This is an optimization exercise on Yosys and OpenROAD, whose aim is small area, not a production implementation. Only simulation tests tie the RTL to the original design; equivalence was not proved. No activity file was given, so power comes from the tool's default toggle rates.

before:
==> module calculator, before the edit <==
module calculator (
    input         clk,       
    input         reset,     
    input         newkey,    
    input  [4:0]  keycode,   
    output [23:0] value,     
    output [7:0]  digit,     
    output [7:0]  segment    
);
    wire key_digit = newkey & keycode[4];
    wire key_eq    = newkey & (keycode == 5'h01);
    wire key_op    = newkey & ~keycode[4] & (keycode[3:0] != 4'h1);
    reg [23:0] X;        
    reg [23:0] Y;        
    reg [23:0] R;        
    reg        op_add;   
    reg        op_mul;   
    reg [2:0]  dcnt;     
    assign value = X;
    wire full = (dcnt == 3'd6);
    always @(posedge clk or posedge reset) begin
        if (reset)
            X <= 24'd0;
        else if (key_op)
            X <= 24'd0;
        else if (key_eq)
            X <= (op_add | op_mul) ? R : 24'd0;
        else if (key_digit & ~full)
            X <= {X[19:0], keycode[3:0]};
    end
    always @(posedge clk or posedge reset) begin
        if (reset)
            dcnt <= 3'd0;
        else if (key_eq)
            dcnt <= 3'd0;
        else if (key_digit & ~full)
            dcnt <= dcnt + 3'd1;
    end
    always @(posedge clk or posedge reset) begin
        if (reset) begin
            op_add <= 1'b0;
            op_mul <= 1'b0;
        end else if (key_op) begin
            op_add <= (keycode[3:0] == 4'hA);
            op_mul <= (keycode[3:0] == 4'h2);
        end
    end
    always @(posedge clk)
        if (key_op)
            Y <= X;
    localparam [4:0] STEP_LAST = 5'd26;     
    localparam [4:0] STEP_DONE = 5'd20;     
    reg  [4:0] step;
    reg        a_sh, inj, b_x;
    wire done = (step == STEP_DONE);
    reg  yb;
    always @* begin
        case (step)
            5'd0: yb = Y[23];
            5'd1: yb = Y[22];
            5'd3: yb = Y[21];
            5'd7: yb = Y[20];
            5'd14: yb = Y[19];
            5'd28: yb = Y[18];
            5'd25: yb = Y[17];
            5'd18: yb = Y[16];
            5'd4: yb = Y[15];
            5'd8: yb = Y[14];
            5'd17: yb = Y[13];
            5'd2: yb = Y[12];
            5'd5: yb = Y[11];
            5'd10: yb = Y[10];
            5'd21: yb = Y[9];
            5'd11: yb = Y[8];
            5'd23: yb = Y[7];
            5'd15: yb = Y[6];
            5'd30: yb = Y[5];
            5'd29: yb = Y[4];
            5'd27: yb = Y[3];
            5'd22: yb = Y[2];
            5'd13: yb = Y[1];
            5'd26: yb = Y[0];
            default: yb = 1'b0;
        endcase
    end
    always @(posedge clk) begin
        if (newkey)
            step <= 5'd0;
        else if (~done)
            step <= {step[3:0], ~(step[4] ^ step[2])};
    end
    always @(posedge clk) begin
        a_sh <= ~done;
        inj  <= ~done & op_add & yb;
        b_x  <= ~done & (op_mul ? yb : (op_add & (step == STEP_LAST)));
    end
    wire [23:0] opa = {R[22:0], inj};
    wire [23:0] opb = {24{b_x}} & X;
    wire [23:0] sum;
    wire [24:0] cy;
    assign cy[0] = 1'b0;
    genvar gi;
    generate
        for (gi = 0; gi < 24; gi = gi + 1) begin : rca
            assign sum[gi]  = opa[gi] ^ opb[gi] ^ cy[gi];
            assign cy[gi+1] = (opa[gi] & opb[gi]) | (cy[gi] & (opa[gi] ^ opb[gi]));
        end
    endgenerate
    always @(posedge clk)
        if (a_sh)
            R <= sum;
    localparam [10:0] DIV_RESET = 11'd298;
    localparam [10:0] DIV_TICK  = 11'd438;
    reg [10:0] div;
    reg [2:0]  dsel;     
    wire tick = (div == DIV_TICK);
    always @(posedge clk or posedge reset) begin
        if (reset)
            div <= DIV_RESET;
        else
            div <= {div[9:0], ~(div[10] ^ div[1] ^ tick)};
    end
    always @(posedge clk or posedge reset) begin
        if (reset)
            dsel <= 3'b000;
        else if (tick)
            dsel <= {dsel[1:0], ~dsel[2]};
    end
    reg [3:0] nib;
    reg [7:0] dig;
    always @* begin
        case (dsel)
            3'b000: begin dig = 8'b11111110; nib = X[3:0];   end
            3'b001: begin dig = 8'b11111101; nib = X[7:4];   end
            3'b011: begin dig = 8'b11111011; nib = X[11:8];  end
            3'b111: begin dig = 8'b11110111; nib = X[15:12]; end
            3'b110: begin dig = 8'b11101111; nib = X[19:16]; end
            3'b100: begin dig = 8'b11011111; nib = X[23:20]; end
            default: begin dig = 8'b11111111; nib = 4'h0; end
        endcase
    end
    assign digit = dig;
    wire [6:0] pattern;
    hex2seg h2s (.number(nib), .pattern(pattern));
    assign segment = {pattern, 1'b1};
endmodule
==> flow/config.mk <==
export PLATFORM = sky130hd
export DESIGN_NAME = calculator
export DESIGN_NICKNAME = calculator
export VERILOG_FILES = /design/flow/design.v
export SDC_FILE = /design/flow/constraint.sdc
export NUM_CORES = 4
export LEC_CHECK = 0
export CAP_MARGIN = 20
export CORE_MARGIN = 2
export CORE_UTILIZATION = 40
export SLEW_MARGIN = 20
==> flow/constraint.sdc <==
create_clock -name core_clock -period 10.0 [get_ports {clk}]
set_input_delay 2.0000 -clock core_clock [delete_from_list [all_inputs] [get_ports {clk}]]
set_output_delay 2.0000 -clock core_clock [all_outputs]
set_load 0.01 [all_outputs]
standard.sh (not shown) runs the stock make flow with config.mk's settings and CLKGATE_MAP_FILE= SYNTH_SCRIPT=/design/flow/synth_recipe.tcl, a recipe that flattens the netlist after the stock synthesis.
==> flow/flow/run.sh <==
#!/bin/bash
# The standard layout with three changes:
#  - synthesis maps the logic with an area-oriented ABC script (flow/area.abc)
#    instead of ORFS's speed script; everything else in synthesis, including
#    the flip-flop mapping, is the standard synthesis unchanged;
#  - the port buffers are made from the smallest buffer cell;
#  - the clock tree is built from clkbuf_8 without dummy balancing loads.
set -euo pipefail
here=$PWD
# ORFS synth.tcl with only the ABC script replaced
sed "s#^source \$::env(SCRIPTS_DIR)/synth_preamble.tcl#&\nset abc_args [lreplace \$abc_args 1 1 $here/flow/area.abc]#" \
    "$FLOW_HOME/scripts/synth.tcl" > "$here/area_synth.tcl"
grep -q "area.abc" "$here/area_synth.tcl"
# The standard flow's synthesis wrapper, sourcing it
sed "s#^source \$::env(SCRIPTS_DIR)/synth.tcl#source $here/area_synth.tcl#" \
    "$here/synth_recipe.tcl" > "$here/area_synth_recipe.tcl"
grep -q "area_synth.tcl" "$here/area_synth_recipe.tcl"
sed "s#SYNTH_SCRIPT=[^ ]*#SYNTH_SCRIPT=$here/area_synth_recipe.tcl#" "$here/standard.sh" > "$here/area_standard.sh"
grep -q "area_synth_recipe.tcl" "$here/area_standard.sh"
export BUFFER_PORTS_ARGS="-buffer_cell sky130_fd_sc_hd__buf_1"
export CTS_ARGS="-sink_clustering_enable -repair_clock_nets -buf_list sky130_fd_sc_hd__clkbuf_8 -dont_use_dummy_load"
bash "$here/area_standard.sh" > "$here/flow.log" 2>&1
==> flow/flow/area.abc <==
strash
&get -n
&st
&deepsyn -I 20 -J 50
&dch -f
&put
amap
before has completed all stages; timing, DRC and antenna checks passed.
[inputs] after vs before
-- flow/design.v --
<<< before, line 59
        if (key_op)
            Y <= X;
    localparam [4:0] STEP_LAST = 5'd26;     
    localparam [4:0] STEP_DONE = 5'd20;     
    reg  [4:0] step;
    reg        a_sh, inj, b_x;
    wire done = (step == STEP_DONE);
    reg  yb;
    always @* begin
        case (step)
            5'd0: yb = Y[23];
            5'd1: yb = Y[22];
            5'd3: yb = Y[21];
            5'd7: yb = Y[20];
            5'd14: yb = Y[19];
            5'd28: yb = Y[18];
            5'd25: yb = Y[17];
            5'd18: yb = Y[16];
            5'd4: yb = Y[15];
            5'd8: yb = Y[14];
            5'd17: yb = Y[13];
            5'd2: yb = Y[12];
            5'd5: yb = Y[11];
            5'd10: yb = Y[10];
            5'd21: yb = Y[9];
            5'd11: yb = Y[8];
            5'd23: yb = Y[7];
            5'd15: yb = Y[6];
            5'd30: yb = Y[5];
            5'd29: yb = Y[4];
            5'd27: yb = Y[3];
            5'd22: yb = Y[2];
            5'd13: yb = Y[1];
            5'd26: yb = Y[0];
            default: yb = 1'b0;
        endcase
    end
    always @(posedge clk) begin
        if (newkey)
            step <= 5'd0;
        else if (~done)
            step <= {step[3:0], ~(step[4] ^ step[2])};
    end
    always @(posedge clk) begin
        a_sh <= ~done;
        inj  <= ~done & op_add & yb;
        b_x  <= ~done & (op_mul ? yb : (op_add & (step == STEP_LAST)));
    end
    wire [23:0] opa = {R[22:0], inj};
>>> after, line 59
        if (key_op)
            Y <= X;
    reg  [4:0] step;
    reg        a_sh, inj, b_x;
    wire done  = step[4] & step[3];
    wire [23:0] yrev;
    genvar gr;
    generate
        for (gr = 0; gr < 24; gr = gr + 1) begin : rev
            assign yrev[gr] = Y[23 - gr];
        end
    endgenerate
    wire yb = yrev[step];
    always @(posedge clk) begin
        if (newkey)
            step <= 5'd0;
        else if (~done)
            step <= step + 5'd1;
    end
    always @(posedge clk) begin
        a_sh <= ~done;
        inj  <= ~done & op_add & yb;
        b_x  <= ~done & (op_mul ? yb : (op_add & (step == 5'd23)));
    end
    wire [23:0] opa = {R[22:0], inj};
## What came out
- Compared with before, after shows static leakage power higher by about 0.5%.
- Of after and before, the run reporting the higher worst ir drop on vdd was after.
- after vs. before: final critical delay including setup and external delays went down by 29 ps.
- after vs. before: via total after detailed routing went up by about 3.3%.
- Share of synthesized cell area in and, or, nand and nor gates was lower in the run labelled before.
- Higher share of the clock period used by the worst path after layout among after and before: before
- Layout-stage area growth over the synthesis result across after and before: no real change.
- [diff] power consumed by the clock network, after relative to before: improvement

## port drivers added, routing unchanged
In the flow no input, the clock included, has a driving cell. The finished layouts below were timed again as built, in two steps.
Step 1 sets driving cells, clkbuf_16 on the clock port and buf_2 on the other inputs (assumed; they add their load-dependent delay and slew).
Step 2 moves the port delays by t, midway between the first and last clock arrival at a register: inputs arrive t later, outputs are due t later. That takes back most of the time a late clock gives input paths.
Slacks: ideal ports / drivers / drivers and shift; pairs: ideal ports / drivers.
run	t (ns)	setup WS [ns]	clock arrival spread, ns	worst data-port slew with drivers (ns)	pins driven straight from the clock port
before	0.386	0.394 / 0.394 / 0.394	0.023 / 0.024	0.03	1
after	0.377	0.423 / 0.423 / 0.423	0.021 / 0.021	0.03	1
After both steps every run listed still meets setup and hold.
